This design comes from an exercise in tuning for small area, a short achievable clock period and few clock cycles per item on the open sky130 flow, not from production work.
RTL that was checked went through simulation tests only; none was proved equivalent to the original.
Power figures rest on the tool's default switching activity, not on a simulated workload.

rev 12:
## matrix_multiplier_v2
module matrix_multiplier_v2
# (
    parameter ADDR_WIDTH = 17,
    parameter DATA_WIDTH = 32
)
(
    input clk,
    input rst,
    input start,
    input [DATA_WIDTH - 1 : 0] x_data,
    input [DATA_WIDTH - 1 : 0] y_data,
    input [ADDR_WIDTH - 1 : 0] x_rows,
    input [ADDR_WIDTH - 1 : 0] y_cols,
    input [ADDR_WIDTH - 1 : 0] x_cols_y_rows,
    output reg [ADDR_WIDTH - 1 : 0] x_addr,
    output reg [ADDR_WIDTH - 1 : 0] y_addr,
    output reg [ADDR_WIDTH - 1 : 0] z_addr,
    output reg [DATA_WIDTH - 1 : 0] z_data,
    output reg z_wen,
    output reg busy
);
Size in the first run: roughly 450 flip-flops, about 29000 um2 of cells after synthesis.
clock: 8.5 ns
lec_check: 0
cap_margin: 20
core_margin: 2
core_utilization: 40
setup_slack_margin: 5
slew_margin: 20
synth_hierarchical: 1
synth_minimum_keep_size: 0
run.sh (not shown) runs the stock make flow with config.mk's settings and CLKGATE_MAP_FILE= SYNTH_SCRIPT=/design/flow/synth_recipe.tcl, a recipe that flattens the netlist after the stock synthesis.
## Diff of input files: rev 13 against rev 12
==> flow/flow/run.sh (new file) <==
#!/bin/bash
# The standard layout, with the ports buffered by a plain buffer
# instead of the delay cell buffer_ports picks by default.
set -euo pipefail
bash standard.sh "BUFFER_PORTS_ARGS=-buffer_cell sky130_fd_sc_hd__buf_2" finish > standard.log 2>&1
==> flow/standard.sh (new file) <==
#!/bin/bash
# synth_recipe.tcl (not shown) runs the flow's synth.tcl, then flattens the netlist and writes it again
# the make line also repeats each setting of config.mk as NAME=value (left out here)
make -C /OpenROAD-flow-scripts/flow DESIGN_CONFIG=/design/flow/config.mk WORK_HOME=/design/flow/orfs CLKGATE_MAP_FILE= SYNTH_SCRIPT=/design/flow/synth_recipe.tcl "${@:-finish}"
removed: flow/run.sh
### Flow results
Any difference in count of non-filler cells in the finished layout between rev 12 and rev 13 is small enough to ignore. Summary of rev 13 over rev 12: count of buffers not belonging to the clock network in the layout lower, global-route wire length before repair went down 1100 um, total area of sequential cells now sits at about the same level. Rev 13: critical path depth in cells is 5 higher than what rev 12 reported. Relative to rev 12, the cell-internal power measured on rev 13 has decreased by a few percent. Taking rev 12 as the reference point, the largest stage delay on the critical path of rev 13 rises by 270 ps. Rev 12 and rev 13 ended up with roughly the same worst-case hold slack.
Function was not checked in any run of this note: the RTL went through the layout flow alone.

---

matrix_multiplier_v2, a different RTL version from the one above (not shown whole).
Size in the first run: roughly 2,800 cells after synthesis, roughly 500 flip-flops, ~200 I/O pins, about 0.030 mm^2 of cells after synthesis.
Settings: LEC_CHECK=0, CAP_MARGIN=20, CORE_MARGIN=2, CORE_UTILIZATION=75, CTS_CLUSTER_DIAMETER=100, CTS_CLUSTER_SIZE=20, SLEW_MARGIN=20, SYNTH_HIERARCHICAL=1, SYNTH_MINIMUM_KEEP_SIZE=0; clock period 8.5 ns.
standard.sh (not shown) runs the stock make flow with config.mk's settings and CLKGATE_MAP_FILE= SYNTH_SCRIPT=/design/flow/synth_recipe.tcl, a recipe that flattens the netlist after the stock synthesis.
==> flow/flow/run.sh <==
#!/bin/bash
# The standard layout, with the ports buffered by a plain buffer
# instead of the delay cell buffer_ports picks by default.
set -euo pipefail
bash standard.sh "BUFFER_PORTS_ARGS=-buffer_cell sky130_fd_sc_hd__buf_1" SETUP_SLACK_MARGIN=5.5 finish > standard.log 2>&1
The first run finished with timing, DRC and antenna clean.
Testbench counts at the start, summed over its fixed seeds: cycles 9,759, items 95.
Rerun with:
--- a/flow/config.mk
+++ b/flow/config.mk
@@ -8,5 +8,5 @@
 export CAP_MARGIN = 20
 export CORE_MARGIN = 2
-export CORE_UTILIZATION = 75
+export CORE_UTILIZATION = 60
 export CTS_CLUSTER_DIAMETER = 100
 export CTS_CLUSTER_SIZE = 20
Result: The changed run ran to the end with no violations. Setup slack got worse by 0.039 ns. Hold slack gets better by 0.027 ns. Clock-buffer cell count rose by 2. Global-route usage goes down by 4.5 points. Synthesized area stays the same. Via count is lower by about 1.4%. Final cell count went up by 5.7%.
Rerun with:
==> flow/flow/run.sh (replaced) <==
#!/bin/bash
# The standard layout, with the ports buffered by a plain buffer
# instead of the delay cell buffer_ports picks by default.
set -euo pipefail
bash standard.sh "BUFFER_PORTS_ARGS=-buffer_cell sky130_fd_sc_hd__buf_1" SETUP_SLACK_MARGIN=5.65 finish > standard.log 2>&1
--- a/flow/config.mk
+++ b/flow/config.mk
@@ -6,7 +6,8 @@
 export NUM_CORES = 4
 export LEC_CHECK = 0
+export ABC_AREA = 1
 export CAP_MARGIN = 20
 export CORE_MARGIN = 2
-export CORE_UTILIZATION = 60
+export CORE_UTILIZATION = 75
 export CTS_CLUSTER_DIAMETER = 100
 export CTS_CLUSTER_SIZE = 20
Result:
- wire length grows by a little under a tenth
- via count came out higher by about a fifth
- final area rises by a few percent
- clock-buffer cell count does not change
- register-to-register slack improved by 0.07 ns
- non-clock buffer count rises by 2
- utilization grows by 16 points
- hold slack got worse by 0.0052 ns
- clock skew climbs by 0.0033 ns
- global-route usage rises by 8.1 points
- synthesized area rises by a few percent

---

matrix_multiplier_v2 again, from the RTL that the note above started with.
==> flow/config.mk <==
export PLATFORM = sky130hd
export DESIGN_NAME = matrix_multiplier_v2
export DESIGN_NICKNAME = matrix_multiplier_v2
export VERILOG_FILES = /design/flow/design.v
export SDC_FILE = /design/flow/constraint.sdc
export NUM_CORES = 4
export LEC_CHECK = 0
export ABC_CLOCK_PERIOD_IN_PS = 2800
export CAP_MARGIN = 20
export CORE_MARGIN = 2
export CORE_UTILIZATION = 75
export CTS_CLUSTER_DIAMETER = 100
export CTS_CLUSTER_SIZE = 20
export SLEW_MARGIN = 20
export SYNTH_HIERARCHICAL = 1
export SYNTH_MINIMUM_KEEP_SIZE = 0
==> flow/constraint.sdc <==
create_clock -name core_clock -period 8.5 [get_ports {clk}]
set_input_delay 1.7000 -clock core_clock [delete_from_list [all_inputs] [get_ports {clk}]]
set_output_delay 1.7000 -clock core_clock [all_outputs]
set_load 0.01 [all_outputs]
==> flow/flow/run.sh <==
#!/bin/bash
# The standard layout, with the ports buffered by a plain buffer
# instead of the delay cell buffer_ports picks by default.
set -euo pipefail
bash standard.sh "BUFFER_PORTS_ARGS=-buffer_cell sky130_fd_sc_hd__buf_1" SETUP_SLACK_MARGIN=5.65 finish > standard.log 2>&1
The first run finished with timing, DRC and antenna clean.
Testbench counts at the start, summed over its fixed seeds: cycles 9,759, items 95.
Next try:
==> flow/flow/run.sh (replaced) <==
#!/bin/bash
# The standard layout, with the ports buffered by a plain buffer
# instead of the delay cell buffer_ports picks by default.
set -euo pipefail
bash standard.sh "BUFFER_PORTS_ARGS=-buffer_cell sky130_fd_sc_hd__buf_1" SETUP_SLACK_MARGIN=5.7 finish > standard.log 2>&1
ABC_CLOCK_PERIOD_IN_PS = unset   (was 2800)
CTS_CLUSTER_SIZE = 28   (was 20)
Effect:
- The new run finished with timing, DRC and antenna clean
- setup slack improves by 0.053 ns
- utilization is higher by 0.75 points
- power is lower by 2.4%
- count of clock-buffer cells in the layout is lower by 8
- global-route usage hardly moves
- design area is higher by 0.97%
- final cell count is higher by 0.66%
- register-to-register slack improves by 0.05 ns
- non-clock buffer count is higher by 28
- first-iteration DRC count is higher by 6.7%
- routed wire length is about the same
Next try:
==> flow/flow/run.sh (replaced) <==
#!/bin/bash
# The standard layout, with the ports buffered by a plain buffer
# instead of the delay cell buffer_ports picks by default.
set -euo pipefail
bash standard.sh "BUFFER_PORTS_ARGS=-buffer_cell sky130_fd_sc_hd__buf_1" SETUP_SLACK_MARGIN=5.65 finish > standard.log 2>&1
CTS_CLUSTER_SIZE = 20   (was 28)
Utilization falls by 0.75 points.
Cell area falls by 0.96%.
Sequential cell count is unchanged.
Next try:
CORE_UTILIZATION = 85   (was 75)
=> Sequential share of layout area hardly moves. Sequential power is higher by about 1%. First-iteration DRC count is higher by 45%. Area after synthesis does not change. Fmax fell by 4.0%. Die area went down by 12%.
Next try:
CORE_UTILIZATION = 75   (was 85)
CTS_CLUSTER_SIZE = 28   (was 20)
=>
- The new run finished with timing, DRC and antenna clean
- via count came out lower by 7.0%
- cell area is lower by 0.31%
- final cell count is higher by 1.8%
- count of clock-buffer cells in the layout decreases by 7
- clock power decreases by about 9%
- global-route usage decreases by 8.7 points
- setup slack gains 0.12 ns

---

matrix_multiplier_v2 again, from the RTL that the note above started with.
## matrix_multiplier_v2
module matrix_multiplier_v2
# (
    parameter ADDR_WIDTH = 17,
    parameter DATA_WIDTH = 32
)
(
    input clk,
    input rst,
    input start,
    input [DATA_WIDTH - 1 : 0] x_data,
    input [DATA_WIDTH - 1 : 0] y_data,
    input [ADDR_WIDTH - 1 : 0] x_rows,
    input [ADDR_WIDTH - 1 : 0] y_cols,
    input [ADDR_WIDTH - 1 : 0] x_cols_y_rows,
    output reg [ADDR_WIDTH - 1 : 0] x_addr,
    output reg [ADDR_WIDTH - 1 : 0] y_addr,
    output reg [ADDR_WIDTH - 1 : 0] z_addr,
    output reg [DATA_WIDTH - 1 : 0] z_data,
    output reg z_wen,
    output reg busy
);
Settings: LEC_CHECK=0, CAP_MARGIN=20, CORE_MARGIN=2, CORE_UTILIZATION=60, CTS_CLUSTER_DIAMETER=100, CTS_CLUSTER_SIZE=20, SLEW_MARGIN=20, SYNTH_HIERARCHICAL=1, SYNTH_MINIMUM_KEEP_SIZE=0; clock period 8.5 ns.
==> flow/flow/run.sh <==
#!/bin/bash
# The standard layout, with the ports buffered by a plain buffer
# instead of the delay cell buffer_ports picks by default.
set -euo pipefail
bash standard.sh "BUFFER_PORTS_ARGS=-buffer_cell sky130_fd_sc_hd__buf_1" SETUP_SLACK_MARGIN=5.75 finish > standard.log 2>&1
Testbench counts at the start, summed over its fixed seeds: cycles 9,759, items 95.
Edit:
==> flow/flow/run.sh (replaced) <==
#!/bin/bash
# The standard layout, with the ports buffered by a plain buffer
# instead of the delay cell buffer_ports picks by default.
set -euo pipefail
bash standard.sh "BUFFER_PORTS_ARGS=-buffer_cell sky130_fd_sc_hd__buf_1" SETUP_SLACK_MARGIN=5.6 finish > standard.log 2>&1
--- a/flow/config.mk
+++ b/flow/config.mk
@@ -10 +10 @@
-export CORE_UTILIZATION = 60
+export CORE_UTILIZATION = 75
@@ -12 +12 @@
-export CTS_CLUSTER_SIZE = 20
+export CTS_CLUSTER_SIZE = 28
=>
- global-route usage went up by 4.2 points
- worst setup slack is worse by 70 ps
- non-clock buffer count fell by 63
- clock power went down by about 10%
- area after synthesis stays the same
- utilization goes up by 12 points
- final area went down by 5.3%
- wire length came out lower by 7.7%
- power is lower by 3.6%
- flip-flop and latch count is unchanged

---

== wip/harbor ==
Starting RTL as in the previous note.
Design matrix_multiplier_v2, start of the top module:
module matrix_multiplier_v2
# (
    parameter ADDR_WIDTH = 17,
    parameter DATA_WIDTH = 32
)
(
    input clk,
    input rst,
    input start,
    input [DATA_WIDTH - 1 : 0] x_data,
    input [DATA_WIDTH - 1 : 0] y_data,
    input [ADDR_WIDTH - 1 : 0] x_rows,
    input [ADDR_WIDTH - 1 : 0] y_cols,
    input [ADDR_WIDTH - 1 : 0] x_cols_y_rows,
    output reg [ADDR_WIDTH - 1 : 0] x_addr,
    output reg [ADDR_WIDTH - 1 : 0] y_addr,
    output reg [ADDR_WIDTH - 1 : 0] z_addr,
    output reg [DATA_WIDTH - 1 : 0] z_data,
    output reg z_wen,
    output reg busy
);
Settings: LEC_CHECK=0, CAP_MARGIN=20, CORE_MARGIN=2, CORE_UTILIZATION=60, CTS_CLUSTER_DIAMETER=100, CTS_CLUSTER_SIZE=20, SLEW_MARGIN=20, SYNTH_HIERARCHICAL=1, SYNTH_MINIMUM_KEEP_SIZE=0; clock period 8.5 ns.
==> flow/flow/run.sh <==
#!/bin/bash
# The standard layout, with the ports buffered by a plain buffer
# instead of the delay cell buffer_ports picks by default.
set -euo pipefail
bash standard.sh "BUFFER_PORTS_ARGS=-buffer_cell sky130_fd_sc_hd__buf_1" SETUP_SLACK_MARGIN=5.6 finish > standard.log 2>&1
wip/harbor: full flow OK, the timing, design-rule and antenna checks passed
Testbench counts of wip/harbor, summed over its fixed seeds: cycles 9,759, items 95.
Changes in wip/sierra relative to wip/harbor:
- a change of CORE_UTILIZATION from 60 to 75
- an added GPL_TIMING_DRIVEN of 0
- a change of CTS_CLUSTER_SIZE from 20 to 28
--- a/flow/flow/run.sh
+++ b/flow/flow/run.sh
@@ -5 +5 @@
-bash standard.sh "BUFFER_PORTS_ARGS=-buffer_cell sky130_fd_sc_hd__buf_1" SETUP_SLACK_MARGIN=5.6 finish > standard.log 2>&1
+bash standard.sh "BUFFER_PORTS_ARGS=-buffer_cell sky130_fd_sc_hd__buf_1" SETUP_SLACK_MARGIN=5.65 finish > standard.log 2>&1
## What came out
- The launch point of the worst path comes out acc_c[4] in one run and z_addr[9] in the other, namely in wip/sierra and wip/harbor respectively.
- The maximum number of pins on one net before global-route repair of wip/sierra falls short of that of wip/harbor by about 70%.
- Between wip/harbor and wip/sierra, the flow reports via count increasing by more than 10%.
- Between wip/harbor and wip/sierra, final area is lower for wip/harbor, wip/sierra comes in above that.
- Sort wip/harbor and wip/sierra by global-route wire length before repair, ascending, and wip/harbor comes first.
- Changes observed in wip/sierra relative to wip/harbor: post-route DRC violation count flat, clock-buffer cell count moved down, final period utilization went up by 1.2 points, layout filler cell count saw a decrease.
- Compared with wip/harbor, in wip/sierra setup slack down 100 ps, worst slew slack as a fraction of its limit up 6.8 points.
Changes in wip/ember relative to wip/sierra:
- clearing GPL_TIMING_DRIVEN, which used to be 0
--- a/flow/flow/run.sh
+++ b/flow/flow/run.sh
@@ -5 +5 @@
-bash standard.sh "BUFFER_PORTS_ARGS=-buffer_cell sky130_fd_sc_hd__buf_1" SETUP_SLACK_MARGIN=5.65 finish > standard.log 2>&1
+bash standard.sh "BUFFER_PORTS_ARGS=-buffer_cell sky130_fd_sc_hd__buf_1" SETUP_SLACK_MARGIN=5.75 finish > standard.log 2>&1
### Flow results
Going from wip/sierra to wip/ember, source-to-sink clock delay at the later pin of the worst-skew pair decreased 20 ps, post-cts resize count rose by about 30%, total power shrank by 21%, critical path data arrival time decreased 210 ps.
Status | wip/ember and wip/sierra | clean
--- input diff wip/ember..wip/onyx ---
- a change of CORE_UTILIZATION from 75 to 60
- a change of CTS_CLUSTER_SIZE from 28 to 20
--- a/flow/flow/run.sh
+++ b/flow/flow/run.sh
@@ -5 +5 @@
-bash standard.sh "BUFFER_PORTS_ARGS=-buffer_cell sky130_fd_sc_hd__buf_1" SETUP_SLACK_MARGIN=5.75 finish > standard.log 2>&1
+bash standard.sh "BUFFER_PORTS_ARGS=-buffer_cell sky130_fd_sc_hd__buf_2" SETUP_SLACK_MARGIN=5.5 finish > standard.log 2>&1
Results
- [wip/onyx] buffering overhead fell 2.4 points relative to wip/ember
- Compared with wip/ember, in wip/onyx sequential power decreased about 3%, setup skew after layout increased 14 ps.
- Summary of wip/onyx over wip/ember: total power lost about 1%, final cycle utilization of the critical path picked up an extra 1.4 points, buffering stage count on the worst path with inverters included picked up an extra 1.

[afterwards: timing with drivers on the ports]
The flow's constraints put no driver on any port. The routed layouts listed below were extracted and timed again, unchanged, in two steps.
Step 1 sets driving cells, clkbuf_16 on the clock port and buf_2 on the other inputs (assumed; they add their load-dependent delay and slew).
Step 2, shift: input delay + t, output delay - t, t = (earliest + latest rising clock arrival at the registers) / 2. This alone moves slack from input paths to output paths.
a / b / c = no drivers / after step 1 / after step 2; a / b = the first two.
run	t, ns	slack for setup (ns)	worst setup path after step 2
rev 12	0.669	5.059 / 4.996 / 4.433	input to register
rev 13	0.670	5.058 / 5.058 / 4.631	input to register
the first run of note 2	0.644	5.555 / 5.500 / 5.042	input to register
the second run of note 2	0.663	5.516 / 5.494 / 4.996	input to register
the third run of note 2	0.656	5.588 / 5.588 / 5.153	input to register
the first run of note 3	0.651	5.663 / 5.615 / 5.075	input to register
the second run of note 3	0.624	5.716 / 5.671 / 5.226	input to register
the third run of note 3	0.651	5.663 / 5.615 / 5.075	input to register
the fourth run of note 3	0.661	5.544 / 5.544 / 5.095	input to register
the fifth run of note 3	0.617	5.664 / 5.632 / 5.152	input to register
the first run of note 4	0.665	5.704 / 5.641 / 5.223	input to register
the second run of note 4	0.623	5.634 / 5.576 / 5.239	input to register
wip/harbor	0.648	5.642 / 5.580 / 5.048	input to register
wip/sierra	0.628	5.537 / 5.537 / 5.109	input to register
wip/ember	0.613	5.699 / 5.677 / 5.219	input to register
wip/onyx	0.670	5.576 / 5.512 / 5.025	input to register
After both steps setup and hold are still met in every run listed. The setup slack of rev 12, which loses most, moves by -0.063 ns with the drivers and by -0.626 ns with both steps.
